Source: an optimization exercise on an open RTL-to-GDS flow (aim: small area). Production flows keep margins and buffers that such runs may drop.
No functional check of the RTL was part of any run shown here.
Power and IR drop assume default switching activity.

==> flow/design.v <==
module IntMemReqHold
  (
   AxVALIDhold,
   AxREADYhold,
   AxREADYhold_c,
   ACLK,
   ARESETn,
   AxVALID,
   AxREADY,
   xREADY,
   xVALID,
   xLAST
   );
  input	 ACLK;
  input	 ARESETn;
  output AxVALIDhold;    
  output AxREADYhold;    
  output AxREADYhold_c;  
  input	 AxVALID;        
  input	 AxREADY;        
  input	 xREADY;         
  input	 xVALID;         
  input	 xLAST;          
  wire	      wait_for_resp_in;
  reg	        wait_for_resp;
  assign AxVALIDhold = AxVALID & ~wait_for_resp;
  assign AxREADYhold = AxREADY & ~wait_for_resp;
  assign AxREADYhold_c = AxREADY & ~wait_for_resp_in;
  assign        wait_for_resp_in = ((AxREADY & AxVALID) | wait_for_resp) &  
				      ~(xLAST & xVALID & xREADY);  
  always @(posedge ACLK or negedge ARESETn)
    begin
      if (!ARESETn)
	begin
	  wait_for_resp <=   1'b0;
	end
      else
	begin
	  wait_for_resp <=   wait_for_resp_in;
	end
    end
endmodule
module IntMemAdrNxt
  (
    AddrIn,
    AxLEN,
    AxSIZE,
    AxBURST,
    AddrOut
  );
  input  [19 : 0] AddrIn;     
  input   [3 : 0] AxLEN;      
  input   [2 : 0] AxSIZE;     
  input   [1 : 0] AxBURST;    
  output [19 : 0] AddrOut;    
  wire fixed = (AxBURST == 2'b00);
  wire wrap  = (AxBURST == 2'b10);
  wire [3:0] mask;
  assign mask[3] = ~fixed & AxSIZE[2];
  assign mask[2] = ~fixed & (AxSIZE[2] | (AxSIZE[1] & AxSIZE[0]));
  assign mask[1] = ~fixed & (AxSIZE[2] | AxSIZE[1]);
  assign mask[0] = ~fixed & (AxSIZE[2] | AxSIZE[1] | AxSIZE[0]);
  reg  [7:0] win;
  always @(*) begin
    case (AxSIZE)
      3'd0:    win = {4'b0, AxLEN[3:0]};
      3'd1:    win = {3'b0, AxLEN[3:0], 1'b0};
      3'd2:    win = {2'b0, AxLEN[3:0], 2'b0};
      3'd3:    win = {1'b0, AxLEN[3:0], 3'b0};
      default: win = {AxLEN[3:0], 4'b0};
    endcase
  end
  wire [19:0] p = {AddrIn[19:4], AddrIn[3:0] | mask};
  wire [20:0] c;
  assign c[0] = ~fixed;
  genvar i;
  generate
    for (i = 1; i <= 20; i = i + 1) begin : g_c
      if (i < 8) begin : g_lo
        assign c[i] = c[i-1] & p[i-1] & ~(wrap & ~win[i] & ~(i < 4 ? mask[i % 4] : 1'b0));
      end else if (i == 8) begin : g_8
        assign c[i] = c[i-1] & p[i-1] & ~wrap;
      end else begin : g_hi
        assign c[i] = c[i-1] & p[i-1];
      end
    end
  endgenerate
  assign AddrOut = p ^ c[19:0];
endmodule
module IntMemAddrGen
  (
   ACLK,          
   ARESETn,       
   AxADDR,        
   AxSIZE,        
   AxBURST,       
   AxLEN,         
   AxID,          
   AxVALID,       
   AxREADY,       
   AddrOut,       
   AddrId,        
   AddrLast,      
   AddrValid,     
   DataLast,      
   xVALID,        
   xREADY,        
   AddrStart      
   );
  parameter	    ID_WIDTH   = 4;            
  parameter	    READ       = 0;
  localparam	    ID_MAX     = ID_WIDTH-1;
  input		          ACLK;
  input		          ARESETn;
  input [31:0]	    AxADDR;
  input [2:0]	      AxSIZE;
  input [1:0]	      AxBURST;
  input [7:0]	      AxLEN;
  input [ID_MAX:0]  AxID;
  input		          AxVALID;
  input		          AxREADY;
  output [31:0]	    AddrOut;
  output [ID_MAX:0] AddrId;
  output	          AddrLast;
  output	          AddrValid;
  output	          DataLast;
  input		          xVALID;
  input		          xREADY;
  output [31:16]    AddrStart;
  reg [31:0]	      AxADDRmuxr;    
  reg [19:16]	      AxADDRs;       
  reg [3:0]	        AxLENr;        
  reg [2:0]	        AxSIZEr;
  reg [1:0]	        AxBURSTr;
  reg [ID_MAX:0]    AxIDr;
  reg [7:0]	        AddrCountr;    
  reg 		          nlastr;        
  wire [19:0]       AxADDRinc;
  wire [7:0]	      AddrCount;
  wire validreq  = AxVALID & AxREADY;
  wire validresp = xVALID & xREADY;
  always @ (posedge ACLK)
    if (validreq) begin
      AxADDRs   <= AxADDR[19:16];
      AxLENr    <= AxLEN[3:0];
      AxSIZEr   <= AxSIZE;
      AxBURSTr  <= AxBURST;
    end
  assign AddrId  = validreq ? AxID : AxIDr;
  always @ (posedge ACLK or negedge ARESETn)
    if (!ARESETn)
      AxIDr   <= {ID_WIDTH{1'b0}};
    else
      AxIDr   <= AddrId;
  IntMemAdrNxt u_IntMemAdrNxt
    (.AddrIn  (AxADDRmuxr[19:0]),
     .AxLEN   (AxLENr),
     .AxSIZE  (AxSIZEr),
     .AxBURST (AxBURSTr),
     .AddrOut (AxADDRinc));
  assign AddrOut = validreq  ? AxADDR :
                   validresp ? {AxADDRmuxr[31:20], AxADDRinc} : AxADDRmuxr;
  always @ (posedge ACLK or negedge ARESETn)
    if (!ARESETn)
      AxADDRmuxr[31:20] <= 12'h000;
    else
      AxADDRmuxr[31:20] <= AddrOut[31:20];
  always @ (posedge ACLK or negedge ARESETn)
    if (!ARESETn)
      AxADDRmuxr[19:0] <= 20'h00000;
    else if (validreq | (validresp & ~DataLast))
      AxADDRmuxr[19:0] <= AddrOut[19:0];
  assign AddrStart = {AxADDRmuxr[31:20], AxADDRs};
  wire cnt_nz = (AddrCountr != 8'h0);
  assign AddrValid = validreq | (validresp & cnt_nz);
  assign AddrCount = validreq ? AxLEN : (AddrCountr - 8'h1);
  assign AddrLast  = (AddrCount == 8'h0) & AddrValid;
  always @ (posedge ACLK or negedge ARESETn)
    if (!ARESETn)
      AddrCountr <= 8'h0;
    else if (validreq | validresp)
      AddrCountr <= AddrCount;
  assign DataLast = validreq ? ((AxLEN == 8'h0) & validresp) : nlastr;
  wire data_next_last = READ ? (AddrCountr == 8'h1) : (AddrCount == 8'h1);
  always @ (posedge ACLK or negedge ARESETn)
    if (!ARESETn)
      nlastr <= 1'b1;
    else
      nlastr <= validresp ? data_next_last
                          : (validreq ? (AxLEN == 8'h0) : (!xVALID & nlastr));
endmodule
module IntMemWrCtrl (
                   ACLK,
                   ARESETn,
                   AWID,
                   AWADDR,
                   AWLEN,
                   AWSIZE,
                   AWBURST,
                   AWVALID,
                   AWREADY,
                   AWLOCK,
                   WVALID,
                   WREADY,
                   BID,
                   BRESP,
                   BVALID,
                   BREADY,
                   WAddrValid,
                   WAddrReady,
                   WAddrStart,
                   WAddrOut
);
  parameter           DATA_WIDTH = 128;            
  parameter           ID_WIDTH   = 4;              
  localparam          DATA_MAX   = DATA_WIDTH-1;   
  localparam          ID_MAX     = ID_WIDTH-1;     
  input                     ACLK;        
  input                     ARESETn;     
  input [ID_MAX : 0]  AWID;        
  input [31 : 0]      AWADDR;      
  input [7 : 0]       AWLEN;       
  input [2 : 0]       AWSIZE;      
  input [1 : 0]       AWBURST;     
  input                     AWVALID;     
  output                    AWREADY;     
  input [1:0]               AWLOCK ;
  input                     WVALID;      
  output                    WREADY;      
  output [ID_MAX : 0] BID;         
  output [1 : 0]      BRESP;       
  output                    BVALID;      
  input                     BREADY;      
  output                    WAddrValid;  
  input                     WAddrReady;  
  output [31 : 0]     WAddrOut;    
  output [31 : 16]    WAddrStart;  
  wire                      ACLK;        
  wire                      ARESETn;     
  reg         bresp0 ;
  wire [ID_MAX : 0]   AWID;        
  wire [31 : 0]       AWADDR;      
  wire [7 : 0]        AWLEN;       
  wire [2 : 0]        AWSIZE;      
  wire [1 : 0]        AWBURST;     
  wire                      AWVALID;     
  wire                      AWVALIDhold;
  wire                      AWREADY;     
  wire                      AWREADYi;
  wire                      AWREADYhold;
  wire                      WVALID;      
  wire                      WREADY;      
  wire [ID_MAX : 0]   BID;         
  wire [1 : 0]        BRESP;       
  wire                      BVALID;      
  wire                      BREADY;      
  wire                      WAddrValid;  
  wire                      WAddrReady;  
  wire [31 : 0]       WAddrOut;    
  wire [31 : 0]       AddrOut;
  wire [ID_MAX : 0]   AddrId;
  wire                      AddrLast;
  wire                      AddrValid;
  wire                      AddrReady;
  wire                      DataLast;
  wire                      wrongwid;
  wire                      brespi;
  reg [ID_MAX : 0]    bidr;
  reg                         bvalidr;
  reg                         wreadyr;
  reg                       AddrValidr;
  assign WAddrValid         = AddrValid;
  assign WAddrOut[31:0]     = AddrOut[31:0];
  assign AddrReady          = WAddrReady;
  assign AWREADY            = AWREADYhold;
  assign AWREADYi           = AWVALIDhold & WVALID & WAddrReady;
  assign WREADY             =   WAddrReady & ( AWVALIDhold ? WVALID : wreadyr) ;
  assign BID[ID_MAX:0]      = bidr[ID_MAX:0];
  assign BRESP[1:0]         = {1'b0, bresp0} ;
  assign brespi             = wrongwid;
  assign BVALID             = bvalidr;
  IntMemAddrGen #(ID_WIDTH) u_IntMemAddrGen
    (
     .ACLK(ACLK),
     .ARESETn(ARESETn),
     .AxADDR(AWADDR),
     .AxSIZE(AWSIZE),
     .AxBURST(AWBURST),
     .AxLEN(AWLEN),
     .AxID(AWID),
     .AxVALID(AWVALIDhold),
     .AxREADY(AWREADYhold),
     .AddrOut(AddrOut),
     .AddrId(AddrId),
     .AddrLast(AddrLast),
     .AddrValid(AddrValid),
     .DataLast(DataLast),
     .AddrStart(WAddrStart),
     .xVALID(WVALID),
     .xREADY(WREADY)
     );
  always @ (posedge ACLK or negedge ARESETn)
  begin
      if(!ARESETn)
          bresp0 <= 1'b0 ;
      else if(~bvalidr & AWVALID & AWREADY)
          bresp0 <= (AWLOCK == 2'b01) ;
  end
  always @ (posedge ACLK or negedge ARESETn)
    if (!ARESETn) begin
      bidr[ID_MAX:0] <=   ID_WIDTH*{1'b0};
      bvalidr        <=   1'b0;
      wreadyr        <=   1'b0;
    end else begin  
      bidr[ID_MAX:0] <=   DataLast ? AddrId[ID_MAX:0] : bidr[ID_MAX:0];
      bvalidr        <=   bvalidr  ? (!BREADY)        : (DataLast & AddrValid);
      wreadyr        <=   !AddrLast & WREADY;
    end 
  assign wrongwid = 1'b0;
  IntMemReqHold u_IntMemReqHold
    (
     .AxVALIDhold(AWVALIDhold),
     .AxREADYhold(AWREADYhold),
     .AxREADYhold_c (),
     .ACLK(ACLK),
     .ARESETn(ARESETn),
     .AxVALID(AWVALID),
     .AxREADY(AWREADYi),
     .xREADY(BREADY),
     .xVALID(BVALID),
     .xLAST(1'b1)
     );
endmodule
module IntMemRdCtrl (
                   ACLK,
                   ARESETn,
                   ARID,
                   ARADDR,
                   ARLEN,
                   ARSIZE,
                   ARBURST,
                   ARVALID,
                   ARREADY,
                   ARLOCK,
                   RID,
                   RLAST,
                   RDATA,
                   RRESP,
                   RVALID,
                   RREADY,
                   RAddrValid,
                   RAddrReady,
                   RAddrStart,
                   RAddrOut,
                   RData,
                   RResp
                  );
  parameter		DATA_WIDTH = 128;            
  parameter		ID_WIDTH   = 4;              
  localparam		DATA_MAX   = DATA_WIDTH-1;   
  localparam		ID_MAX     = ID_WIDTH-1;     
  input			            ACLK;        
  input			            ARESETn;     
  input [ID_MAX:0]	    ARID;        
  input [31:0]	        ARADDR;      
  input [7:0]		        ARLEN;       
  input [2:0]		        ARSIZE;      
  input [1:0]		        ARBURST;     
  input			            ARVALID;     
  output		            ARREADY;     
  input [1:0]		            ARLOCK;     
  output [ID_MAX:0]	    RID;         
  output		            RLAST;       
  output [DATA_MAX:0]	  RDATA;       
  output [1:0]   	      RRESP;       
  output		            RVALID;      
  input			            RREADY;      
  output		            RAddrValid;  
  input			            RAddrReady;  
  output [31:0]	        RAddrOut;    
  output [31:16]	      RAddrStart;  
  input			            RResp;       
  input [DATA_MAX:0]	  RData;       
  wire [ID_MAX:0]	      RID;         
  wire			            RLAST;       
  wire [DATA_MAX:0]	    RDATA;       
  wire [1:0]		        RRESP;       
  wire			            RVALID;      
  wire			            RREADY;      
  wire			            ARVALIDhold;
  wire			            ARREADYhold;
  wire			            RAddrValid;  
  wire			            RAddrReady;  
  wire [31:0]		        RAddrOut;    
  wire			            RResp;       
  wire [DATA_MAX:0]  	  RData;       
  wire [31:0]		        AddrOut;
  wire [31:0]		        MaskAddr;
  wire [31:0]		        AddrInv;
  wire [ID_MAX:0]	      AddrId;
  wire			            AddrLast;
  wire			            AddrValid;
  wire			            AddrReady;
  wire			            DataLast;
  reg			              DataValid;
  reg			              RDataHeld;
  reg			              RREADYr;
  reg			              AddrValidr;
  reg			              DataLastr;
  wire [DATA_MAX:0]	    RDatai;
  reg  [DATA_MAX:0]	    RDatar;
  wire [31:0]		        AddrBitUsed;
  reg  [127:0]		      ShiftMe;
  reg  [DATA_MAX:0]	    MaskDatar;
  wire [DATA_MAX:0]	    MaskAndDataX;
  wire [DATA_MAX:0]	    MaskOrDataX;
  reg  [DATA_MAX:0]	    RDATAr;
  reg			              ValidReqr;
  wire [2:0]		        Size;
  reg			              selRDATAr;
  wire                  AxREADYhold_c;
  reg [1:0] RRESP_TYPE ;
  assign RAddrValid         = AddrValid;
  assign RAddrOut[31:0]     = AddrOut[31:0];
  assign AddrReady          = RAddrReady;
  assign ARREADY            = ARREADYhold;
  assign RID[ID_MAX:0]      = AddrId [ID_MAX : 0];
  assign RLAST              = DataLast | DataLastr;
  assign RRESP[1:0]         = RRESP_TYPE;
  assign RVALID             = DataValid;
  assign RDATA[DATA_MAX:0]  = RDatai[DATA_MAX:0] ;
  assign RDatai[DATA_MAX:0]  = (AddrValidr)
                                ? RData[DATA_MAX:0]
                                : (RDatar[DATA_MAX:0] & {DATA_WIDTH{RDataHeld}});
  IntMemAddrGen #(.ID_WIDTH(ID_WIDTH), .READ(1)) u_IntMemAddrGen
    (
     .ACLK     (ACLK),
     .ARESETn  (ARESETn),
     .AxADDR   (ARADDR),
     .AxSIZE   (ARSIZE),
     .AxBURST  (ARBURST),
     .AxLEN    (ARLEN),
     .AxID     (ARID),
     .AxVALID  (ARVALIDhold),
     .AxREADY  (ARREADYhold),
     .AddrOut  (AddrOut),
     .AddrId   (AddrId),
     .AddrLast (AddrLast),
     .AddrValid(AddrValid),
     .DataLast (DataLast),
     .AddrStart(RAddrStart),
     .xVALID   (RVALID),
     .xREADY   (RREADY)
     );
  always @ (posedge ACLK or negedge ARESETn)
    if (!ARESETn) begin
      DataValid  <=   1'b0;
      AddrValidr <=   1'b0;
      DataLastr  <=   1'b0;
      RDataHeld  <=   1'b0;
    end else begin
      DataValid  <=   	(AddrReady & AddrValid) ? 1'b1 :
	                         (RREADY ? 1'b0 : DataValid);
      AddrValidr <=   AddrValid;
      DataLastr  <=   (RREADY | (RVALID & ~DataLastr)) ? (DataLast & ~RREADY) : DataLastr;
      RDataHeld  <=   RDataHeld | AddrValidr;
    end 
  always @ (posedge ACLK)
    RDatar     <=   RDatai;
  always @ (posedge ACLK or negedge ARESETn)
  begin
      if(!ARESETn)
      begin
          RRESP_TYPE <= 2'b00 ;
      end
      else if(ARVALID & ARREADY)
      begin
          RRESP_TYPE <= {1'b0, ARLOCK == 2'b01};
      end
  end
  IntMemReqHold U_IntMemReqHold
    (
     .AxVALIDhold     (ARVALIDhold),
     .AxREADYhold     (ARREADYhold),
     .AxREADYhold_c   (AxREADYhold_c),
     .ACLK            (ACLK),
     .ARESETn         (ARESETn),
     .AxVALID         (ARVALID),
     .AxREADY         (RAddrReady),
     .xREADY          (RREADY),
     .xVALID          (RVALID),
     .xLAST           (RLAST)
   );
endmodule
module IntMemArb (
                   ACLK,
                   ARESETn,
                   mem_type,
                   read_done,
                   write_done,
                   remap,
                   waddr_valid,
                   axi_awvalid,
                   waddr_ready,
                   waddr_out,
                   axi_awaddr,
                   axi_awready,
                   waddr_start,
                   raddr_valid,
                   axi_arvalid,
                   raddr_ready,
                   raddr_out,
                   axi_araddr,
                   axi_arready,
                   raddr_start,
                   mem0_cs_n,
                   mem0_wr_n,
                   mem0_rd_n,
                   mem0_addr,
                   mem0_wr_addr,
                   mem1_cs_n,
                   mem1_wr_n,
                   mem1_rd_n,
                   mem1_addr,
                   mem1_wr_addr,
                   mem2_cs_n,
                   mem2_wr_n,
                   mem2_rd_n,
                   mem2_addr,
                   mem2_wr_addr 
);
input           ACLK;
input           ARESETn;
input           mem_type;
input           read_done;
input           write_done;
input           remap;
input           axi_awvalid;
input           waddr_valid;
input  [31:0]   waddr_out; 
output          waddr_ready;
input  [31:0]   axi_awaddr;    
input           axi_awready;
input  [31:16]  waddr_start;
input           axi_arvalid;
input           raddr_valid;
input  [31:0]   raddr_out;      
output          raddr_ready;
input  [31:0]   axi_araddr;   
input           axi_arready;
input  [31:16]  raddr_start;
output          mem0_cs_n;
output          mem0_wr_n;
output          mem0_rd_n;
output [31:0]   mem0_addr;
output [31:0]   mem0_wr_addr;
output          mem1_cs_n;
output          mem1_wr_n;
output          mem1_rd_n;
output [31:0]   mem1_addr;
output [31:0]   mem1_wr_addr;
output          mem2_cs_n;
output          mem2_wr_n;
output          mem2_rd_n;
output [31:0]   mem2_addr;
output [31:0]   mem2_wr_addr;
parameter IDLE   = 2'b00;
parameter RD     = 2'b01;
parameter WR     = 2'b10;
parameter RDWR   = 2'b11;
wire        arb_c;
wire        arb_r;
wire        arb_w;
reg [1:0]   mem_status;
reg         waddr_ready;
reg         raddr_ready;
wire        sp_mem;     
wire [31:0] mux_addr;
wire     mem_cs_n      = !( waddr_valid | raddr_valid );
wire     mem_bank0     = mem0_addr[20]; 
wire     mem_bank1     = !mem0_addr[20];
wire     mem_sub_bank0 = ~((mem0_addr[18:15]==4'h0)&(mem0_addr[14:12]==3'd0|mem0_addr[14:12]==3'd1));
wire     mem_sub_bank1 = ((mem0_addr[18:15]==4'h0)&(mem0_addr[14:12]==3'd0|mem0_addr[14:12]==3'd1));
assign   mem0_cs_n    = mem_cs_n ; 
assign   mem0_wr_n    = (!waddr_valid) | mem0_cs_n;
assign   mem0_rd_n    = !raddr_valid | mem0_cs_n;
assign   mem0_wr_addr = waddr_out;
assign   mem1_cs_n    = 1'b1; 
assign   mem1_wr_n    = (!waddr_valid) | mem1_cs_n;
assign   mem1_rd_n    = (!raddr_valid) | mem1_cs_n;
assign   mem1_wr_addr = waddr_out;
assign   mem2_cs_n    = 1'b1; 
assign   mem2_wr_n    = (!waddr_valid) | mem2_cs_n;
assign   mem2_rd_n    = (!raddr_valid) | mem2_cs_n;
assign   mem2_wr_addr = waddr_out;
assign   mux_addr     = ( mem_status == 2'b01 ) ? raddr_out  : waddr_out ; 
assign   sp_mem       = ( mem_type == 1'b0 );
assign   mem0_addr    = raddr_out;
assign   mem1_addr    = (sp_mem & (mem_status != 2'b01)) ? waddr_out : raddr_out;
assign   mem2_addr    = {mem1_addr[31:13] - {18'b0, sp_mem}, mem1_addr[12:0]};
reg aw_pend;
reg ar_pend;
always @(posedge ACLK)begin
     aw_pend <= axi_awvalid & ~axi_awready;
     ar_pend <= axi_arvalid & ~axi_arready;
end
    wire [31:16] cmp_w = (mem_status == WR && !aw_pend) ? waddr_start : axi_awaddr[31:16];
    wire [31:16] cmp_r = (mem_status == RD && !ar_pend) ? raddr_start : axi_araddr[31:16];
    wire         cmp_eq = (cmp_w == cmp_r);
    assign arb_c =  cmp_eq;
    assign arb_w =  cmp_eq;
    assign arb_r =  cmp_eq;
always @(posedge ACLK or negedge ARESETn)begin
     if(!ARESETn) begin
         waddr_ready   <= 1'b0;
         raddr_ready   <= 1'b0;
         mem_status    <= 2'b00;
     end 
     else case (mem_status)
        IDLE: begin
             if(axi_awvalid & !axi_arvalid) begin
                mem_status    <= WR;
                raddr_ready   <= 1'b0;
                waddr_ready   <= 1'b1;
             end
             else if(axi_arvalid & !axi_awvalid) begin
                mem_status    <= RD;
                waddr_ready   <= 1'b0;
                raddr_ready   <= 1'b1;
             end
             else if(axi_awvalid & axi_arvalid & arb_c) begin
                mem_status    <= WR;
                waddr_ready   <= 1'b1;
                raddr_ready   <= 1'b0;
             end
             else if(axi_awvalid & axi_arvalid & !arb_c) begin
                mem_status    <= RDWR;
                waddr_ready   <= 1'b1;
                raddr_ready   <= 1'b1;
             end
         end
         WR: begin
             if (write_done & axi_arvalid) begin
                mem_status    <= RD;
                waddr_ready   <= 1'b0;
                raddr_ready   <= 1'b1;
             end    
             else if(axi_arvalid & !arb_r) begin
                mem_status    <= RDWR;
                waddr_ready   <= waddr_ready;
                raddr_ready   <= 1'b1;
             end
             else if (write_done) begin
                mem_status    <= IDLE;
                waddr_ready   <= 1'b0;
                raddr_ready   <= 1'b0;
             end
         end
         RD: begin    
             if (read_done & axi_awvalid) begin
                mem_status    <= WR;
                waddr_ready   <= 1'b1;
                raddr_ready   <= 1'b0;
             end    
             else if(axi_awvalid & !arb_w) begin
                mem_status    <= RDWR;
                waddr_ready   <= 1'b1;
                raddr_ready   <= raddr_ready;
             end
             else if (read_done) begin
                mem_status    <= IDLE;
                waddr_ready   <= 1'b0;
                raddr_ready   <= 1'b0;
             end
         end
         default: begin    
             if(read_done & write_done) begin
                mem_status    <= IDLE;
                waddr_ready   <= 1'b0;
                raddr_ready   <= 1'b0;
             end
             else if (read_done ) begin
                mem_status    <= WR;
                waddr_ready   <= waddr_ready;
                raddr_ready   <= 1'b0;
             end    
             else if (write_done) begin
                mem_status    <= RD;
                waddr_ready   <= 1'b0;
                raddr_ready   <= raddr_ready;
             end
         end
    endcase
end
endmodule
module IntMem (
            scan_en,
            aclk,
            areset_n,
            mem_type,
            remap,
            axi_awid,
            axi_awaddr,
            axi_awlen,
            axi_awsize,
            axi_awburst,
            axi_awlock,
            axi_awcache,
            axi_awprot,
            axi_awvalid,
            axi_awready,
            axi_wdata,
            axi_wstrb,
            axi_wlast,
            axi_wvalid,
            axi_wready,
            axi_bid,
            axi_bresp,
            axi_bvalid,
            axi_bready,
           axi_arid,      
           axi_araddr,       
           axi_arlen,     
           axi_arsize,    
           axi_arburst,   
           axi_arlock,    
           axi_arcache,   
           axi_arprot,    
           axi_arvalid,   
           axi_arready,
           axi_rid,
           axi_rdata,
           axi_rresp,
           axi_rlast,
           axi_rvalid,
           axi_rready,
           mem0_cs_n,
           mem0_wr_n,
           mem0_rd_n,
           mem0_wr_byte_en,
           mem0_addr,
           mem0_wr_addr,
           mem0_din,
           mem0_dout,
           mem1_cs_n,
           mem1_wr_n,
           mem1_rd_n,
           mem1_wr_byte_en,
           mem1_addr,
           mem1_wr_addr,
           mem1_din,
           mem1_dout,
           mem2_cs_n,
           mem2_wr_n,
           mem2_rd_n,
           mem2_wr_byte_en,
           mem2_addr,
           mem2_wr_addr,
           mem2_din,
           mem2_dout 
);
parameter             ID_WIDTH   = 12;           
parameter             DATA_WIDTH = 128;          
localparam            ID_MAX     = ID_WIDTH-1;
input               scan_en;
input               aclk;                                               
input               areset_n;
input               mem_type;  
input               remap;
input  [ ID_MAX:0]  axi_awid;
input  [31:0]       axi_awaddr;
input  [ 7:0]       axi_awlen;   
input  [ 2:0]       axi_awsize;   
input  [ 1:0]       axi_awburst;   
input  [ 1:0]       axi_awlock;   
input  [ 3:0]       axi_awcache;   
input  [ 2:0]       axi_awprot;   
input               axi_awvalid;
output              axi_awready;
input  [DATA_WIDTH-1:0]      axi_wdata;
input  [DATA_WIDTH/8-1:0]       axi_wstrb;
input               axi_wlast;
input               axi_wvalid;
output              axi_wready;
output [ ID_MAX:0]  axi_bid;
output [ 1:0]       axi_bresp;
output              axi_bvalid;
input               axi_bready;
input  [ ID_MAX:0]  axi_arid;
input  [31:0]       axi_araddr;   
input  [ 7:0]       axi_arlen;
input  [ 2:0]       axi_arsize;
input  [ 1:0]       axi_arburst;
input  [ 1:0]       axi_arlock;
input  [ 3:0]       axi_arcache;
input  [ 2:0]       axi_arprot;
input               axi_arvalid;
output              axi_arready;
output [ ID_MAX:0]  axi_rid;
output [DATA_WIDTH-1:0]      axi_rdata;
output [ 1:0]       axi_rresp;
output              axi_rlast;   
output              axi_rvalid;       
input               axi_rready;
output              mem0_cs_n;    
output              mem0_wr_n;    
output              mem0_rd_n;    
output  [DATA_WIDTH/8-1:0]      mem0_wr_byte_en;
output  [31:0]      mem0_addr;    
output  [31:0]      mem0_wr_addr; 
output  [DATA_WIDTH-1:0]      mem0_din;
input   [DATA_WIDTH-1:0]      mem0_dout;
output              mem1_cs_n;    
output              mem1_wr_n;    
output              mem1_rd_n;    
output  [DATA_WIDTH/8-1:0]      mem1_wr_byte_en;
output  [31:0]      mem1_addr;    
output  [31:0]      mem1_wr_addr; 
output  [DATA_WIDTH-1:0]     mem1_din;
input   [DATA_WIDTH-1:0]     mem1_dout;
output              mem2_cs_n;    
output              mem2_wr_n;    
output              mem2_rd_n;    
output  [DATA_WIDTH/8-1:0]      mem2_wr_byte_en;
output  [31:0]      mem2_addr;    
output  [31:0]      mem2_wr_addr; 
output  [DATA_WIDTH-1:0]     mem2_din;
input   [DATA_WIDTH-1:0]     mem2_dout;
wire                waddr_valid;
wire                waddr_ready;
wire  [31:0]        waddr_out;
wire  [31:16]       waddr_start;
wire  [31:16]       raddr_start;
wire                raddr_valid;
wire                raddr_ready;
wire  [31:0]        raddr_out;
wire  [DATA_WIDTH-1:0]       rdata;
wire  [7:0]         mem_wr_mask;
wire                read_done;
wire                write_done;
assign  rdata           = mem0_dout;
assign  mem0_din        =  axi_wdata;
assign  mem0_wr_byte_en =  axi_wstrb;
assign  mem1_din        =  axi_wdata;
assign  mem1_wr_byte_en =  axi_wstrb;
assign  mem2_din        =  axi_wdata;
assign  mem2_wr_byte_en =  axi_wstrb;
assign  read_done      =  ( axi_rready & axi_rlast & axi_rvalid ) ;
assign  write_done     =  ( axi_bvalid & axi_bready ) ;
IntMemWrCtrl #(DATA_WIDTH,ID_WIDTH) u_IntMemWrCtrl(
                   .ACLK                 (aclk),
                   .ARESETn              (areset_n),
                   .AWID                 (axi_awid), 
                   .AWADDR               (axi_awaddr),
                   .AWLEN                (axi_awlen),
                   .AWSIZE               (axi_awsize),
                   .AWBURST              (axi_awburst),
                   .AWVALID              (axi_awvalid),
                   .AWREADY              (axi_awready),
                   .AWLOCK               (axi_awlock),
                   .WVALID               (axi_wvalid),
                   .WREADY               (axi_wready),
                   .BID                  (axi_bid),
                   .BRESP                (axi_bresp),
                   .BVALID               (axi_bvalid),
                   .BREADY               (axi_bready),
                   .WAddrValid           (waddr_valid),
                   .WAddrReady           (waddr_ready),
                   .WAddrOut             (waddr_out),
                   .WAddrStart           (waddr_start)
);
IntMemRdCtrl #(DATA_WIDTH,ID_WIDTH) u_IntMemRdCtrl(
                   .ACLK                 (aclk),
                   .ARESETn              (areset_n),
                   .ARID                 (axi_arid),
                   .ARADDR               (axi_araddr),
                   .ARLEN                (axi_arlen),
                   .ARSIZE               (axi_arsize),
                   .ARBURST              (axi_arburst),
                   .ARVALID              (axi_arvalid),
                   .ARREADY              (axi_arready),
                   .ARLOCK               (axi_arlock),
                   .RID                  (axi_rid),
                   .RLAST                (axi_rlast),
                   .RDATA                (axi_rdata),
                   .RRESP                (axi_rresp),
                   .RVALID               (axi_rvalid),
                   .RREADY               (axi_rready),
                   .RAddrValid           (raddr_valid),
                   .RAddrReady           (raddr_ready),
                   .RAddrOut             (raddr_out),
                   .RAddrStart           (raddr_start),
                   .RData                (rdata),
                   .RResp                (1'b0)
                  );
IntMemArb u_IntMemArb (
                   .ACLK                 (aclk),
                   .ARESETn              (areset_n),
                   .mem_type             (mem_type),
                   .read_done            (read_done),
                   .write_done           (write_done),
                   .remap                (remap),
                   .waddr_valid          (waddr_valid),
                   .axi_awvalid          (axi_awvalid),
                   .waddr_ready          (waddr_ready),
                   .waddr_out            (waddr_out),
                   .axi_awaddr           (axi_awaddr),
                   .axi_awready          (axi_awready),
                   .waddr_start          (waddr_start),
                   .raddr_valid          (raddr_valid),
                   .axi_arvalid          (axi_arvalid),                   
                   .raddr_ready          (raddr_ready),
                   .raddr_out            (raddr_out),
                   .axi_araddr           (axi_araddr),
                   .axi_arready          (axi_arready),
                   .raddr_start          (raddr_start),
                   .mem0_cs_n             (mem0_cs_n),
                   .mem0_wr_n             (mem0_wr_n),
                   .mem0_rd_n             (mem0_rd_n),
                   .mem0_addr             (mem0_addr),
                   .mem0_wr_addr          (mem0_wr_addr),
                   .mem1_cs_n             (mem1_cs_n),
                   .mem1_wr_n             (mem1_wr_n),
                   .mem1_rd_n             (mem1_rd_n),
                   .mem1_addr             (mem1_addr),
                   .mem1_wr_addr          (mem1_wr_addr),
                   .mem2_cs_n             (mem2_cs_n),
                   .mem2_wr_n             (mem2_wr_n),
                   .mem2_rd_n             (mem2_rd_n),
                   .mem2_addr             (mem2_addr),
                   .mem2_wr_addr          (mem2_wr_addr)
);
endmodule
==> flow/flow/run.sh <==
#!/bin/bash
set -euo pipefail
export BUFFER_PORTS_ARGS="-buffer_cell sky130_fd_sc_hd__buf_1"
export CTS_ARGS="-sink_clustering_enable -repair_clock_nets -dont_use_dummy_load -sink_clustering_size 12 -sink_clustering_max_diameter 60 -buf_list {sky130_fd_sc_hd__clkbuf_8}"
bash standard.sh finish > standard_flow.log 2>&1
==> flow/standard.sh <==
#!/bin/bash
# synth_recipe.tcl (not shown) runs the flow's synth.tcl, then flattens the netlist and writes it again
# the make line also repeats each setting of config.mk as NAME=value (left out here)
make -C /OpenROAD-flow-scripts/flow DESIGN_CONFIG=/design/flow/config.mk WORK_HOME=/design/flow/orfs CLKGATE_MAP_FILE= SYNTH_SCRIPT=/design/flow/synth_recipe.tcl "${@:-finish}"
==> flow/config.mk <==
export PLATFORM = sky130hd
export DESIGN_NAME = IntMem
export DESIGN_NICKNAME = IntMem
export VERILOG_FILES = /design/flow/design.v
export SDC_FILE = /design/flow/constraint.sdc
export NUM_CORES = 4
export LEC_CHECK = 0
export CAP_MARGIN = 20
export CORE_AREA = 10 10 530 530
export DIE_AREA = 0 0 540 540
export PLACE_DENSITY = 0.85
export SLEW_MARGIN = 20
==> flow/constraint.sdc <==
create_clock -name core_clock -period 11.0 [get_ports {aclk}]
set_input_delay 2.2000 -clock core_clock [delete_from_list [all_inputs] [get_ports {aclk}]]
set_output_delay 2.2000 -clock core_clock [all_outputs]
set_load 0.01 [all_outputs]
==> summary.txt, run 1 <==
Synth area leader -> buf_4
Largest net degree at the start of global routing -> 92
Routability congestion estimate -> 0.860
CP arrival -> 8290 ps
GR Util All Layers -> 9.99%
Placed cell area -> 20400 um2
Unique cell type count in the Yosys netlist -> 71
CTS tree -> yes
R2R Setup Slk -> 4430 ps
Crit Path Category -> flip-flop to primary output
Area Growth Syn to Fin -> 20.1%
Top-area cell type share of the netlist area -> 22.5%
Worst vdd ir -> 0.000167 V
Die Ht -> 540 um
Reg2reg end -> u_IntMemWrCtrl.u_IntMemAddrGen.AxADDRmuxr[19]
R2R cell count -> 34
DR DRC count -> 0
Share of layout cells above drive strength 1 -> 8.19%
Worst clock skew -> 107 ps
Synth Register Bits -> 288
I/O pins -> 1466
Pwr dens -> 257 nW/um2
GRT overflow -> 0
Final instance area -> 21000 um2
Setup TNS -> 0 ps
Clock transition at path regs -> 90 ps
DR pass1 iterations -> 6
Final setup vio count -> 0
Post-Layout Cell Count -> 5580
Hold path depth -> 1
F_max -> 95.4 MHz
Async SR Flop Fraction -> 45.8%
Worst path max stage delay -> 590 ps
Switching power -> 2.79 mW
Clock latency on the worst-skew pair -> 700 ps
First-pass GRT wire length -> 185000 um
Crit path max-delay cell type -> edfxtp_1
Antenna Violating Nets Remaining -> 0
Crit-path most repeated cell -> ha_1
RSZ-0062 raised after global routing -> no
Worst endpoint required time -> 8800 ps
Critical path endpoint category -> primary output
Via density per instance -> 2.59
Startpoint Class -> flip-flop
Netlist Area Pre-Place -> 17500 um2
Worst Max-Slew Pin Slew -> 1130 ps
Antenna violations before repair -> 90
Die Wd -> 540 um
Net Sw Frac -> 51.7%
Min-Delay Path Class -> flip-flop to flip-flop
Slew Viols, Final -> 0
Status -> no timing/DRC/antenna violations
Routed wire per std cell -> 27.7 um
Clock Sinks -> 288
Final worst-path cycle share -> 95.3%
NumNets Final -> 2720
Crit Path Max Fanout -> 12
Leak pwr -> 7.19 nW
Clock network power share -> 13.6%
Rows -> 190
Die area -> 292000 um2
Final hold violations -> 0
Postcts setup bufs -> 0
CTS Buffer Depth -> 3
Synth top area cells -> buf_4 22%, dfrtp_1 19%, dfxtp_1 15%
Initial Util -> 6.51%
Port bufs -> 608
Placement Setup Slack -> 1150 ps
Sequential share of power -> 31.2%
Register area share after synthesis -> 38.3%
Count of warnings emitted by yosys -> 7
Hold path endpoint -> u_IntMemRdCtrl.RDatar[114]
Post-synth EDFFs -> 26
HP Start -> u_IntMemRdCtrl.RDatar[114]
Number of global-route vias before repair -> 14700
Min Tclk post-route -> 10490 ps
Core Box Area -> 269000 um2
Cts bufs inserted -> 38
Root Buffer -> clkbuf_8
Internal Power -> 2.61 mW
Top_reg_cell synth -> dfxtp_1
Synth Area per Inst -> 9.13 um2
Max_cap viols -> 0
Vias -> 14500
Synth Instances -> 1915
Reg2reg start -> u_IntMemWrCtrl.u_IntMemAddrGen.AxSIZEr[2]
Relative slew slack -> 24.3%
Detailed Place HPWL -> 140000 um
Combinational Power Share -> 55.2%
Cell total after placement -> 5516
Worst setup margin -> 515 ps
Number of DRC markers in iteration 0 -> 1211
CTS H-Tree Depth -> 2
Final wirelength -> 154000 um
[how the worst max path moves through the flow]
stage | start | endpoint | slack, ps | cells past startpoint
global placement | u_IntMemWrCtrl.u_IntMemAddrGen.AxSIZEr[2] | mem2_addr[24] | 1210 | 38
finish | u_IntMemRdCtrl.u_IntMemAddrGen.AxSIZEr[2] | mem2_addr[29] | 510 | 38
floorplan | u_IntMemWrCtrl.u_IntMemAddrGen.AxSIZEr[2] | mem2_addr[28] | 2310 | 38
global route | u_IntMemWrCtrl.u_IntMemAddrGen.AxSIZEr[2] | mem2_addr[29] | 100 | 34
CTS | u_IntMemWrCtrl.u_IntMemAddrGen.AxSIZEr[2] | mem2_addr[24] | 290 | 38
detailed placement | u_IntMemWrCtrl.u_IntMemAddrGen.AxSIZEr[2] | mem2_addr[24] | 1150 | 38
[timing repair]
action | CTS | global route
resized for setup | 0 | 1
hold buffers | 0 | 0
endpoints found under the setup margin | 0 | 1
[layout make-up]
cell class	count	area [um2]
well taps	3552	4440
repair buffers	659	2690
clock buffers	38	523
diodes	26	65.1
flip-flops and latches	288	6690
fillers	31400	248000
inverters	57	214
multi-input cells	960	6360
[power groups by stage]
stage                     combinational (mW)  clock [mW]  sequential [mW]
after floorplan                         1.70           0             1.63
after global placement                  3.08           0             1.68
after detailed placement                3.13           0             1.69
after CTS                               3.14       0.786             1.68
after global routing                    3.25       0.812             1.72
final                                   2.98       0.737             1.68
[state kept, by name, indices dropped and copies added (netlist names), 4 cells and up]
name,count
u_IntMemRdCtrl.u_IntMemAddrGen.AxADDRs,4
u_IntMemWrCtrl.u_IntMemAddrGen.AxADDRmuxr,32
u_IntMemRdCtrl.u_IntMemAddrGen.AxIDr,12
u_IntMemRdCtrl.u_IntMemAddrGen.AxLENr,4
u_IntMemWrCtrl.u_IntMemAddrGen.AddrCountr,8
u_IntMemRdCtrl.u_IntMemAddrGen.AddrCountr,8
u_IntMemWrCtrl.bidr,12
u_IntMemRdCtrl.u_IntMemAddrGen.AxADDRmuxr,32
u_IntMemRdCtrl.RDatar,128
u_IntMemWrCtrl.u_IntMemAddrGen.AxADDRs,4
u_IntMemWrCtrl.u_IntMemAddrGen.AxLENr,4
u_IntMemWrCtrl.u_IntMemAddrGen.AxIDr,12
[per-stage QoR]
| step | hold slack [ps] | power [mW] | util [%] |
|---|---|---|---|
| floorplan | 436 | 3.33 | - |
| global placement | 450 | 4.76 | 7.58 |
| detailed placement | 453 | 4.82 | 7.59 |
| CTS | 470 | 5.60 | 7.79 |
| global route | 492 | 5.78 | 7.79 |
| finish | 465 | 5.40 | 7.82 |
[synthesized netlist by cell type, types with 3 or more instances]
library cell    n
and2_1          6
a22o_1        127
ha_1           45
a31oi_1        38
xor2_1         18
a21o_1          4
buf_2          18
nor2_1         68
a21oi_1        63
dfrtp_1       130
nand4_1         6
or3_1           3
o21ai_1         3
dfxtp_1       130
buf_6           4
o21bai_1        6
nand2_1       256
o21a_1          6
buf_1          16
mux2_2         33
nand3_1        14
edfxtp_1       26
nand2b_1        5
o21ai_0        68
a21boi_0        7
o22ai_1         3
clkbuf_1       55
inv_1          57
nor2b_1        10
o31a_1          4
a211oi_1        5
nor4_2          3
nor4_1         10
xnor2_1        26
nand3b_1        3
buf_4         523
mux2_4          5
mux2i_1        54
nor3_1         15
[critical path, delay by kind of cell (launching register included)]
kind            cells  cell delay (ps)
buf+inv             2              400
flops               1              590
xor+xnor            2              500
simple gates        6             1230
compound gates      9             1310
fa+ha+maj          19             3570
[cells by family (layout without fill, tap and decap cells)]
logic type / Yosys count / after routing / share of synthesized area [%]
other cells: 2 / 34 / 0.0429
buf+inv: 673 / 754 / 26.0
fa+ha+maj: 45 / 45 / 3.22
compound gates: 353 / 353 / 14.1
mux: 92 / 92 / 5.65
flops: 288 / 288 / 38.3
simple gates: 418 / 418 / 10.6
xor+xnor: 44 / 44 / 2.20
[metal layers]
metal	part of all wire [%]	vias to the layer above	global-route usage (%)
met4	5.5	82	4.65
met3	26	390	11.8
met1	23	6492	6.67
met2	45	1352	16.4
li1	-	6136	-
met5	0.34	-	0
[layout by cell type, fill, tap and decap left out, types with 8 or more instances in the layout]
master and instances:
mux2_2 33, buf_4 50, nor3_1 15, conb_1 8
a22o_1 127, nor2b_1 9, diode_2 26, dfrtp_1 129
nand2_1 256, mux2i_1 54, nor4_1 10, xor2_1 18
a31oi_1 37, a21oi_1 58, ha_1 45, nand3_1 14
o21ai_0 63, dfxtp_1 130, xnor2_1 26, nor2_1 68
buf_1 605, inv_1 55, edfxtp_1 26, clkbuf_8 38
==> run 2: changes to the inputs <==
--- a/flow/design.v
+++ b/flow/design.v
@@ -175,10 +175,8 @@
   assign AddrValid = validreq | (validresp & cnt_nz);
   assign AddrCount = validreq ? AxLEN : (AddrCountr - 8'h1);
   assign AddrLast  = (AddrCount == 8'h0) & AddrValid;
-  always @ (posedge ACLK or negedge ARESETn)
-    if (!ARESETn)
-      AddrCountr <= 8'h0;
-    else if (validreq | validresp)
+  always @ (posedge ACLK)
+    if (validreq | validresp)
       AddrCountr <= AddrCount;
   assign DataLast = validreq ? ((AxLEN == 8'h0) & validresp) : nlastr;
   wire data_next_last = READ ? (AddrCountr == 8'h1) : (AddrCount == 8'h1);
--- a/flow/config.mk
+++ b/flow/config.mk
@@ -8,5 +8,4 @@
 export CAP_MARGIN = 20
 export CORE_AREA = 10 10 530 530
 export DIE_AREA = 0 0 540 540
-export PLACE_DENSITY = 0.85
 export SLEW_MARGIN = 20
==> run 2 against run 1 <==
Compared with the run above:
- still clean on timing, DRC and antenna
- clock-buffer cell count is 1 lower
- non-clock buffer count is 9 higher
- fmax is 0.42% lower
- cell area is 1.3% higher
- register-to-register slack worse by 310 ps
- cell count is 1.8% lower
==> summary.txt, run 2 <==
DR pass1 iterations -> 5
R2R Setup Slk -> 4120 ps
Top reg by flops -> u_IntMemRdCtrl.RDatar
Synth cell count leaders -> 522 x buf_4, 180 x nand2_1, 130 x dfxtp_1, 129 x a22o_1, 114 x dfrtp_1
Worst clock skew -> 59.1 ps
Die area -> 292000 um2
Root Buffer -> clkbuf_8
R2R cell count -> 37
Synth Area per Inst -> 9.64 um2
Min Tclk post-route -> 10530 ps
Final worst-path cycle share -> 95.7%
Startpoint Class -> flip-flop
Top_reg_cell synth -> dfxtp_1
Netlist Area Pre-Place -> 17500 um2
Combinational Power Share -> 54.9%
Fill count -> 31500
GR Util All Layers -> 7.70%
GRT overflow -> 0
Largest net degree at the start of global routing -> 79
Critical path endpoint category -> primary output
Final setup vio count -> 0
CTS Hold Bufs -> 0
Internal Power -> 2.63 mW
Initial Util -> 6.50%
Commonest non-fill, non-tap cells in the layout -> 590 x buf_1, 179 x nand2_1, 130 x dfxtp_1, 129 x a22o_1, 113 x dfrtp_1
Post-Synth XOR/XNOR Area -> 2.30%
WHS -> 468 ps
Crit Path Max Fanout -> 5
Worst endpoint required time -> 8800 ps
Synth top area cells -> buf_4 22%, dfrtp_1 16%, dfxtp_1 15%
Relative slew slack -> 29.1%
Biggest regs -> u_IntMemRdCtrl.RDatar: 128 flops, u_IntMemRdCtrl.u_IntMemAddrGen.AxADDRmuxr: 32 flops, u_IntMemWrCtrl.u_IntMemAddrGen.AxADDRmuxr: 32 flops
DR DRC count -> 0
Largest family of logic cells by synthesized area -> buffers and inverters
NumNets Final -> 2637
Detailed Place HPWL -> 105000 um
Register area share after synthesis -> 38.8%
Post-synthesis mux area share -> 8.04%
Count of warnings emitted by yosys -> 7
Share of layout cells above drive strength 1 -> 11.4%
Synth Area in Simple Gates -> 9.07%
Compound-cell area share of the yosys netlist -> 12.7%
Clock Sinks -> 288
Port bufs -> 608
CP arrival -> 8330 ps
Routed wire per std cell -> 21.8 um
Register area -> 6770 um2
I/O pins -> 1466
Synth Area in Adders -> 3.23%
Slew Viols, Final -> 0
Placed cell area -> 20600 um2
Crit Path Category -> flip-flop to primary output
Clock transition at path regs -> 80 ps
Final wirelength -> 119000 um
Max_cap viols -> 0
Die Ht -> 540 um
Leak pwr -> 7.44 nW
Post-Layout Cell Count -> 5479
Reg2reg start -> u_IntMemWrCtrl.u_IntMemAddrGen.AxSIZEr[1]
Hold path depth -> 2
Switching power -> 2.50 mW
Worst path max stage delay -> 420 ps
Final hold violations -> 0
F_max -> 95.0 MHz
Cell total after placement -> 5432
Overall power -> 5.12 mW
Synth Instances -> 1811
Vias -> 13200
Crit-path most repeated cell -> ha_1
Worst vdd ir -> 0.000200 V
Most frequent cell after synthesis -> buf_4
RSZ-0062 raised after global routing -> no
CTS Buffer Depth -> 3
Multi-input logic area -> 6310 um2
Rows -> 190
First-pass GRT wire length -> 148000 um
Area Growth Syn to Fin -> 21.9%
Number of DRC markers in iteration 0 -> 834
HP Start -> u_IntMemWrCtrl.u_IntMemAddrGen.AxIDr[6]
Final instance area -> 21300 um2
Commonest non-fill, non-tap cell in the layout -> buf_1
Synth area leader -> buf_4
Antenna violations before repair -> 28
Max FFs per register -> 128
Clock network power share -> 14.2%
Status -> no timing/DRC/antenna violations
Setup TNS -> 0 ps
Unique cell type count in the Yosys netlist -> 79
Post-synth EDFFs -> 42
CTS H-Tree Depth -> 2
Antenna Violating Nets Remaining -> 0
Crit path max-delay cell type -> edfxtp_1
Pwr dens -> 241 nW/um2
Setup crit start -> u_IntMemWrCtrl.u_IntMemAddrGen.AxSIZEr[1]
Net Sw Frac -> 48.7%
CTS tree -> yes
Number of global-route vias before repair -> 13800
Routability congestion estimate -> 0.816
Synth Register Bits -> 288
Min-Delay Path Class -> flip-flop to flip-flop
Worst Max-Slew Pin Slew -> 1060 ps
Top-area cell type share of the netlist area -> 22.5%
Sequential share of power -> 31.0%
Clock latency on the worst-skew pair -> 690 ps
Async SR Flop Fraction -> 40.3%
Via density per instance -> 2.41
Die Wd -> 540 um
Core Box Area -> 269000 um2
Cts bufs inserted -> 37
[run 2: cell count changes in the layout (fill, tap and decap cells not counted), moves of 16 or more]
cell / previous run / this run
dfrtp_1: 129 / 113
a31oi_1: 37 / 8
edfxtp_1: 26 / 42
mux2i_1: 54 / 75
buf_12: 0 / 17
mux2_2: 33 / 50
diode_2: 26 / 8
nand2_1: 256 / 179
[run 2: metrics by stage]
step / util [%] / worst slack, ps
3_3_place_gp: 7.69 / 628
5_1_grt: 7.91 / 6.12
4_1_cts: 7.88 / 27.2
6_report: 7.92 / 471
2_1_floorplan: - / 2420
3_5_place_dp: 7.69 / 666
[run 2: cell families (layout without fill, tap and decap cells)]
logic type	count (synthesis)	count (layout)
other	2	16
muxes	131	131
adders and majority gates	45	45
xor gates and xnor gates	45	45
DFF	288	288
buffers and inverters	656	758
and+or+nand+nor	334	334
AOI/OAI and AO/OA	310	310
[run 2: final cells by class]
type                    instances  area share (%)
inverters                      53           0.935
flip-flops and latches        288            31.8
well taps                    3552            20.9
diodes                          8          0.0941
multi-input cells             873            29.7
repair buffers                668            14.2
clock buffers                  37            2.39
[run 2: power groups by stage]
stage	registers, mW	clock network [mW]	logic [mW]
floorplan	1.55	0	1.58
global placement	1.60	0	2.92
detailed placement	1.60	0	2.93
global route	1.62	0.804	3.09
CTS	1.58	0.785	2.94
finish	1.59	0.726	2.81
[run 2: timing repair]
action,CTS,global route
pin swaps,1,5
endpoints found under the setup margin,7,8
gates resized for setup,4,12
setup buffers,0,2
[run 2: metal layers]
metal	GRT usage, %	routed length [um]	up-vias
met3	6.03	21700	189
li1	-	-	5813
met5	0.195	49	-
met4	3.50	5390	2
met2	13.6	58700	1102
met1	6.27	33600	6082
[run 2: final timing paths]
check                                                                endpoint
min in group asynchronous             u_IntMemWrCtrl.u_IntMemAddrGen.AxIDr[0]
worst min-delay path                  u_IntMemWrCtrl.u_IntMemAddrGen.AxIDr[6]
max in group asynchronous                              u_IntMemWrCtrl.bidr[5]
worst max register to register  u_IntMemWrCtrl.u_IntMemAddrGen.AxADDRmuxr[18]
worst max-delay path                                            mem2_addr[30]
worst min register to register        u_IntMemWrCtrl.u_IntMemAddrGen.AxIDr[6]
[run 2: critical path: cells and delay by family (launching register included)]
kind                       cells  cell delay (ps)
AOI/OAI and AO/OA              9             1170
buffers and inverters          5              770
and+or+nand+nor                7             1320
adders and majority gates     19             3690
DFF                            1              420
xor gates and xnor gates       1              230
==> run 3: changes to the inputs <==
--- a/flow/design.v
+++ b/flow/design.v
@@ -46,12 +46,14 @@
     AxLEN,
     AxSIZE,
     AxBURST,
+    Step,
     AddrOut
   );
   input  [19 : 0] AddrIn;     
   input   [3 : 0] AxLEN;      
   input   [2 : 0] AxSIZE;     
   input   [1 : 0] AxBURST;    
+  input           Step;       
   output [19 : 0] AddrOut;    
   wire fixed = (AxBURST == 2'b00);
   wire wrap  = (AxBURST == 2'b10);
@@ -70,9 +72,9 @@
       default: win = {AxLEN[3:0], 4'b0};
     endcase
   end
-  wire [19:0] p = {AddrIn[19:4], AddrIn[3:0] | mask};
+  wire [19:0] p = {AddrIn[19:4], AddrIn[3:0] | (mask & {4{Step}})};
   wire [20:0] c;
-  assign c[0] = ~fixed;
+  assign c[0] = Step & ~fixed;
   genvar i;
   generate
     for (i = 1; i <= 20; i = i + 1) begin : g_c
@@ -157,9 +159,9 @@
      .AxLEN   (AxLENr),
      .AxSIZE  (AxSIZEr),
      .AxBURST (AxBURSTr),
+     .Step    (validresp),
      .AddrOut (AxADDRinc));
-  assign AddrOut = validreq  ? AxADDR :
-                   validresp ? {AxADDRmuxr[31:20], AxADDRinc} : AxADDRmuxr;
+  assign AddrOut = validreq  ? AxADDR : {AxADDRmuxr[31:20], AxADDRinc};
   always @ (posedge ACLK or negedge ARESETn)
     if (!ARESETn)
       AxADDRmuxr[31:20] <= 12'h000;
@@ -173,11 +175,10 @@
   assign AddrStart = {AxADDRmuxr[31:20], AxADDRs};
   wire cnt_nz = (AddrCountr != 8'h0);
   assign AddrValid = validreq | (validresp & cnt_nz);
-  assign AddrCount = validreq ? AxLEN : (AddrCountr - 8'h1);
+  assign AddrCount = validreq ? AxLEN : (AddrCountr - {7'b0, validresp});
   assign AddrLast  = (AddrCount == 8'h0) & AddrValid;
   always @ (posedge ACLK)
-    if (validreq | validresp)
-      AddrCountr <= AddrCount;
+    AddrCountr <= AddrCount;
   assign DataLast = validreq ? ((AxLEN == 8'h0) & validresp) : nlastr;
   wire data_next_last = READ ? (AddrCountr == 8'h1) : (AddrCount == 8'h1);
   always @ (posedge ACLK or negedge ARESETn)
==> run 3 against run 2 <==
Compared with the run above:
- now fails the layout checks on negative setup slack
- first-iteration DRC count grew 0.24%
- total power grew 7.2%
- sequential share of layout area shrank 1.4 points
- critical path type is now input port to primary output
- critical endpoint is now mem2_addr[26]
==> summary.txt, run 3 <==
Slew Viols, Final -> 0
Post-synth EDFFs -> 26
Clock network power share -> 14.0%
CTS tree -> yes
Register area -> 6610 um2
Synth Area per Inst -> 9.66 um2
CP arrival -> 9380 ps
Cts bufs inserted -> 41
Net Sw Frac -> 47.2%
Worst endpoint required time -> 8800 ps
Biggest regs -> u_IntMemRdCtrl.RDatar: 128 flops, u_IntMemRdCtrl.u_IntMemAddrGen.AxADDRmuxr: 32 flops, u_IntMemWrCtrl.u_IntMemAddrGen.AxADDRmuxr: 32 flops
Commonest non-fill, non-tap cells in the layout -> 579 x buf_1, 146 x dfxtp_1, 130 x nand2_1, 127 x a22o_1, 113 x dfrtp_1
Relative slew slack -> 31.7%
Netlist Area Pre-Place -> 16700 um2
Number of global-route vias before repair -> 13400
Placed cell area -> 20500 um2
Count of warnings emitted by yosys -> 7
R2R Setup Slk -> 4550 ps
Sequential share of power -> 31.9%
Routability congestion estimate -> 0.828
SO Faults -> negative setup slack
Die Ht -> 540 um
Detailed Place HPWL -> 95800 um
Worst vdd ir -> 0.000170 V
Crit Path Category -> input port to primary output
Clock transition at path regs -> 40 ps
Synth cell count leaders -> 523 x buf_4, 146 x dfxtp_1, 133 x nand2_1, 127 x a22o_1, 114 x dfrtp_1
Worst setup margin -> -577 ps
Die Wd -> 540 um
I/O pins -> 1466
Multi-input logic area -> 6250 um2
Port bufs -> 608
Clock Sinks -> 288
Root Buffer -> clkbuf_8
Status -> complete, but fails checks
GRT overflow -> 0
Top_reg_cell synth -> dfxtp_1
Max_cap viols -> 0
Worst clock skew -> 93.3 ps
Pwr dens -> 253 nW/um2
Switching power -> 2.59 mW
Synth top area cells -> buf_4 23%, dfxtp_1 17%, dfrtp_1 17%
Register area share after synthesis -> 39.5%
Number of DRC markers in iteration 0 -> 836
Synth Instances -> 1732
Crit Path Max Fanout -> 3
Most frequent cell after synthesis -> buf_4
Min-Delay Path Class -> flip-flop to flip-flop
Final worst-path cycle share -> 105%
Antenna Violating Nets Remaining -> 0
Clock latency on the worst-skew pair -> 730 ps
Combinational Power Share -> 54.1%
Reg2reg start -> u_IntMemRdCtrl.u_IntMemAddrGen.AxSIZEr[1]
Critical path endpoint category -> primary output
Final setup vio count -> 7
Crit path max-delay cell type -> or4b_4
Top-area cell type share of the netlist area -> 23.5%
Die area -> 292000 um2
Final hold violations -> 0
Via density per instance -> 2.33
Async SR Flop Fraction -> 40.3%
First-pass GRT wire length -> 137000 um
Hold path depth -> 2
Share of layout cells above drive strength 1 -> 15.6%
Leak pwr -> 7.42 nW
Worst Max-Slew Pin Slew -> 1010 ps
Reg2reg end -> u_IntMemRdCtrl.u_IntMemAddrGen.AxADDRmuxr[18]
GR Util All Layers -> 7.13%
Routed wire per std cell -> 20.2 um
HP Start -> u_IntMemWrCtrl.u_IntMemAddrGen.AxIDr[4]
DR pass1 iterations -> 5
WHS -> 463 ps
Startpoint Class -> input port
Area Growth Syn to Fin -> 29.6%
Vias -> 12700
Min Tclk post-route -> 11580 ps
Crit-path most repeated cell -> ha_4
Layout Utilization -> 8.08%
R2R cell count -> 39
Fill count -> 31400
Initial Util -> 6.23%
Overall power -> 5.49 mW
Commonest non-fill, non-tap cell in the layout -> buf_1
CTS Buffer Depth -> 3
Setup TNS -> -3260 ps
Synth area leader -> buf_4
Final instance area -> 21700 um2
Max FFs per register -> 128
Core Box Area -> 269000 um2
Rows -> 190
DR DRC count -> 0
Top reg by flops -> u_IntMemRdCtrl.RDatar
RSZ-0062 raised after global routing -> yes
Worst path max stage delay -> 540 ps
Internal Power -> 2.90 mW
Synth Register Bits -> 288
Final wirelength -> 110000 um
Unique cell type count in the Yosys netlist -> 66
Hold path endpoint -> u_IntMemWrCtrl.u_IntMemAddrGen.AxIDr[4]
CTS H-Tree Depth -> 2
F_max -> 86.4 MHz
NumNets Final -> 2613
Antenna violations before repair -> 26
Largest net degree at the start of global routing -> 62
==> run 3: worst max path at each step <==
stage                 from             to  cells after the start
2_1_floorplan  axi_awvalid  mem2_addr[30]                     43
3_3_place_gp   axi_awvalid  mem2_addr[29]                     45
3_5_place_dp   axi_awvalid  mem2_addr[29]                     45
4_1_cts        axi_awvalid  mem2_addr[28]                     46
5_1_grt         axi_wvalid  mem2_addr[28]                     44
6_report       axi_awvalid  mem2_addr[26]                     45
==> run 3: power groups by stage <==
stage / logic (mW) / clock network, mW / registers [mW]
4_1_cts: 3.08 / 0.850 / 1.74
6_report: 2.97 / 0.770 / 1.75
5_1_grt: 3.30 / 0.883 / 1.80
2_1_floorplan: 1.65 / 0 / 1.69
3_3_place_gp: 3.00 / 0 / 1.74
3_5_place_dp: 3.01 / 0 / 1.73
==> run 3: what timing repair did <==
item,CTS,global route
pin swaps,30,22
setup buffers,15,4
setup endpoints to repair,26,14
hold buffers,0,0
gates resized for setup,83,18
==> run 3: critical path, delay by kind of cell <==
kind            cells  cell delay, ps
fa+ha+maj          19            3160
compound gates     10            1350
simple gates        6            1160
buf+inv             6             620
xor+xnor            2             420
mux                 2             380
==> run 3: cells by family after synthesis <==
| logic type | Yosys count | share of synthesized area (%) |
|---|---|---|
| buf+inv | 672 | 27.0 |
| xor+xnor | 45 | 2.35 |
| compound gates | 266 | 11.7 |
| other cells | 2 | 0.0449 |
| mux | 134 | 8.25 |
| fa+ha+maj | 44 | 3.29 |
| flops | 288 | 39.5 |
| simple gates | 281 | 7.86 |
==> run 3: per-stage QoR <==
stage / setup WS, ps / std cells
floorplan: 8.53 / 1738
global placement: -1550 / 5392
detailed placement: -1600 / 5392
CTS: -692 / 5446
global route: -855 / 5452
finish: -577 / 5456
==> run 3: area by class of cell <==
cell class / instances / share of cell area (%)
multi-input cells: 778 / 28.8
inverters: 78 / 1.42
flip-flops and latches: 288 / 30.5
repair buffers: 711 / 16.1
well taps: 3552 / 20.5
diodes: 8 / 0.0923
clock buffers: 41 / 2.60
==> run 3: layer usage <==
layer / up-vias / global-route usage, % / routed length (um)
met3: 334 / 6.48 / 22300
met1: 5793 / 5.68 / 30700
met5: - / 0.487 / 235
met4: 12 / 3.51 / 5880
li1: 5621 / - / -
met2: 963 / 11.9 / 51200
==> run 4: changes to the inputs <==
--- a/flow/design.v
+++ b/flow/design.v
@@ -73,20 +73,23 @@
     endcase
   end
   wire [19:0] p = {AddrIn[19:4], AddrIn[3:0] | (mask & {4{Step}})};
+  wire [19:0] pr = {AddrIn[19:4], AddrIn[3:0] | mask};
+  wire [20:0] cr;
   wire [20:0] c;
-  assign c[0] = Step & ~fixed;
+  assign cr[0] = ~fixed;
   genvar i;
   generate
     for (i = 1; i <= 20; i = i + 1) begin : g_c
-      if (i < 8) begin : g_lo
-        assign c[i] = c[i-1] & p[i-1] & ~(wrap & ~win[i] & ~(i < 4 ? mask[i % 4] : 1'b0));
+      if (i < 8) begin : g_w
+        assign cr[i] = cr[i-1] & pr[i-1] & ~(wrap & ~win[i] & ~(i < 4 ? mask[i % 4] : 1'b0));
       end else if (i == 8) begin : g_8
-        assign c[i] = c[i-1] & p[i-1] & ~wrap;
+        assign cr[i] = cr[i-1] & pr[i-1] & ~wrap;
       end else begin : g_hi
-        assign c[i] = c[i-1] & p[i-1];
+        assign cr[i] = cr[i-1] & pr[i-1];
       end
     end
   endgenerate
+  assign c = {21{Step}} & cr;
   assign AddrOut = p ^ c[19:0];
 endmodule
 module IntMemAddrGen
@@ -107,6 +110,7 @@
    DataLast,      
    xVALID,        
    xREADY,        
+   xSTEP,         
    AddrStart      
    );
   parameter	    ID_WIDTH   = 4;            
@@ -128,6 +132,7 @@
   output	          DataLast;
   input		          xVALID;
   input		          xREADY;
+  input		          xSTEP;
   output [31:16]    AddrStart;
   reg [31:0]	      AxADDRmuxr;    
   reg [19:16]	      AxADDRs;       
@@ -159,7 +164,7 @@
      .AxLEN   (AxLENr),
      .AxSIZE  (AxSIZEr),
      .AxBURST (AxBURSTr),
-     .Step    (validresp),
+     .Step    (xSTEP),
      .AddrOut (AxADDRinc));
   assign AddrOut = validreq  ? AxADDR : {AxADDRmuxr[31:20], AxADDRinc};
   always @ (posedge ACLK or negedge ARESETn)
@@ -296,7 +301,8 @@
      .DataLast(DataLast),
      .AddrStart(WAddrStart),
      .xVALID(WVALID),
-     .xREADY(WREADY)
+     .xREADY(WREADY),
+     .xSTEP(WVALID & WAddrReady & wreadyr)
      );
   always @ (posedge ACLK or negedge ARESETn)
   begin
@@ -449,7 +455,8 @@
      .DataLast (DataLast),
      .AddrStart(RAddrStart),
      .xVALID   (RVALID),
-     .xREADY   (RREADY)
+     .xREADY   (RREADY),
+     .xSTEP    (RVALID & RREADY)
      );
   always @ (posedge ACLK or negedge ARESETn)
     if (!ARESETn) begin
@@ -596,7 +603,24 @@
 assign   sp_mem       = ( mem_type == 1'b0 );
 assign   mem0_addr    = raddr_out;
 assign   mem1_addr    = (sp_mem & (mem_status != 2'b01)) ? waddr_out : raddr_out;
-assign   mem2_addr    = {mem1_addr[31:13] - {18'b0, sp_mem}, mem1_addr[12:0]};
+wire     [31:13] m2_borrow;
+wire     [31:20] m2_zpre;
+wire             m2_b20 = sp_mem & ~|mem1_addr[19:13];
+assign   m2_borrow[13] = sp_mem;
+assign   m2_zpre[20]   = 1'b1;
+genvar   gi;
+generate
+  for (gi = 14; gi <= 19; gi = gi + 1) begin : g_m2lo
+    assign m2_borrow[gi] = m2_borrow[gi-1] & ~mem1_addr[gi-1];
+  end
+  for (gi = 21; gi <= 31; gi = gi + 1) begin : g_m2z
+    assign m2_zpre[gi] = m2_zpre[gi-1] & ~mem1_addr[gi-1];
+  end
+  for (gi = 20; gi <= 31; gi = gi + 1) begin : g_m2hi
+    assign m2_borrow[gi] = m2_b20 & m2_zpre[gi];
+  end
+endgenerate
+assign   mem2_addr    = {mem1_addr[31:13] ^ m2_borrow, mem1_addr[12:0]};
 reg aw_pend;
 reg ar_pend;
 always @(posedge ACLK)begin
==> run 4 against run 3 <==
Compared with the run above:
- now clean on timing, DRC and antenna
- cell count is 2.4% higher
- synthesized area is 2.0% higher
- clock skew is 12 ps lower
- wire length is 35% higher
- critical path depth is 31 lower
- sequential power hardly changed
- via count is 8.8% higher
- register-to-register slack better by 1600 ps
- global-route usage is 2.6 points higher
- die area stayed put
- hold slack better by 3.0 ps
- critical path type unchanged
- highest routed layer unchanged
==> summary.txt, run 4 <==
Routed wire per std cell -> 26.7 um
Top reg by flops -> u_IntMemRdCtrl.RDatar
Cts bufs inserted -> 39
Port bufs -> 608
Clock Sinks -> 288
Min Tclk post-route -> 8800 ps
Clock transition at path regs -> 30 ps
Worst endpoint required time -> 8800 ps
Unique cell type count in the Yosys netlist -> 70
Relative slew slack -> 31.8%
Worst clock skew -> 81.3 ps
Initial Util -> 6.35%
CTS tree -> yes
CTS Hold Bufs -> 0
Async SR Flop Fraction -> 40.3%
Final setup vio count -> 0
Share of layout cells above drive strength 1 -> 9.13%
Synth Area in Simple Gates -> 12.6%
Root Buffer -> clkbuf_8
Largest net degree at the start of global routing -> 73
Status -> no timing/DRC/antenna violations
CTS Buffer Depth -> 3
Critical path endpoint category -> primary output
Final hold violations -> 0
Clock latency on the worst-skew pair -> 700 ps
Largest family of logic cells by synthesized area -> buffers and inverters
Synth area leader -> buf_4
Slew Viols, Final -> 0
Crit Path Max Fanout -> 28
Final wirelength -> 149000 um
CTS H-Tree Depth -> 2
Commonest non-fill, non-tap cell in the layout -> buf_1
Synth top area cells -> buf_4 23%, dfxtp_1 17%, dfrtp_1 17%
Netlist Area Pre-Place -> 17100 um2
First-pass GRT wire length -> 179000 um
Setup TNS -> 0 ps
Area Growth Syn to Fin -> 21.9%
Synth Register Bits -> 288
Die area -> 292000 um2
Die Wd -> 540 um
Leak pwr -> 6.88 nW
Synth Instances -> 1886
Routability congestion estimate -> 0.820
DR pass1 iterations -> 5
GRT overflow -> 0
Synth Area per Inst -> 9.05 um2
Antenna violations before repair -> 52
Synth Area in Adders -> 0.806%
Overall power -> 5.53 mW
-- run 4: changes by cell type after synthesis, sizes merged, moves of 10 or more --
| cell | previous run | this run |
|---|---|---|
| nand2 | 133 | 278 |
| mux2 | 26 | 37 |
| inv | 78 | 51 |
| ha | 44 | 11 |
| nand3 | 11 | 21 |
| o21ai | 29 | 71 |
| xnor2 | 33 | 52 |
| mux2i | 108 | 62 |
| a21oi | 64 | 28 |
-- run 4: layer usage --
layer  wire length [um]  track usage, %  vias up
li1                   -               -     6106
met1              35700            6.59     6208
met2              73000            17.1     1202
met3              29100            8.41      318
met4              11200            6.58        4
met5                 53           0.211        -
-- run 4: path summary, 6_finish.rpt --
check | from | endpoint | slack [ps] | cells past startpoint
worst max-delay path | axi_arvalid | mem2_addr[31] | 2200 | 14
max in group asynchronous | areset_n | u_IntMemRdCtrl.AddrValidr | 8200 | 2
worst max register to register | u_IntMemArb.raddr_ready | u_IntMemArb.waddr_ready | 6190 | 12
min in group asynchronous | areset_n | u_IntMemWrCtrl.u_IntMemAddrGen.AxIDr[10] | 1400 | 1
worst min register to register | u_IntMemRdCtrl.RDatar[118] | u_IntMemRdCtrl.RDatar[118] | 470 | 1
worst min-delay path | u_IntMemRdCtrl.RDatar[118] | u_IntMemRdCtrl.RDatar[118] | 470 | 1
-- run 4: where the power goes --
group	leakage (nW)	switching, mW	internal, mW
Sequential	2.91	0.235	1.50
Combinational	3.69	2.17	0.866
Clock	0.281	0.452	0.312
Total	6.88	2.86	2.68
-- run 4: logic make-up (layout without fill, tap and decap cells) --
family	Yosys count	after routing
buffers and inverters	652	764
AND/OR/NAND/NOR	481	481
flip-flops	288	288
AO/OA/AOI/OAI	283	283
multiplexers	100	100
XOR/XNOR	69	69
adder cells (fa/ha/maj)	11	11
other	2	38
-- run 4: metrics by stage --
stage | setup WS [ps] | hold WS, ps | instance area [um2] | instances | utilization [%]
3_5_place_dp | 1860 | 452 | 20200 | 5517 | 7.52
5_1_grt | 1850 | 481 | 20800 | 5572 | 7.73
4_1_cts | 1840 | 469 | 20700 | 5556 | 7.72
2_1_floorplan | 2920 | 436 | 17100 | 1892 | -
3_3_place_gp | 1920 | 453 | 20200 | 5516 | 7.51
6_report | 2200 | 466 | 20800 | 5586 | 7.75
-- run 4: critical path, stage by stage --
cell and delay [ps]:
buf_1 380, nand2_2 110, inv_2 560, mux2i_1 300
inv_1 150, o31ai_1 290, buf_4 200, nor3b_1 360
nor2b_1 300, nor3b_1 480, and3_1 590, nand3_1 220
xnor2_1 200, buf_4 220
-- run 4: final cells by class --
class,count,area [um2]
diodes,30,75.1
clock buffers,39,537
fillers,31600,248000
inverters,51,193
multi-input cells,952,6160
flip-flops and latches,288,6610
well taps,3552,4440
repair buffers,674,2790

-- separate check: timing with driven ports --
Ports are ideal in the flow. The routed layouts listed here were re-timed in OpenROAD.
Step 1, drivers: a clkbuf_16 drives aclk and a buf_2 each remaining input, both assumed.
Step 2 also shifts input and output timing later by t, the mid clock arrival at the registers, as if the neighbouring blocks saw the same clock.
a / b / c = no drivers / after step 1 / after step 2; a / b = the first two.
| run | t, ns | slack for setup (ns) |
|---|---|---|
| run 1 | 0.712 | 0.515 / 0.452 / 1.164 |
| run 2 | 0.691 | 0.471 / 0.411 / 1.102 |
| run 3 | 0.756 | -0.577 / -0.661 / -0.661 |
| run 4 | 0.729 | 2.198 / 2.132 / 2.132 |
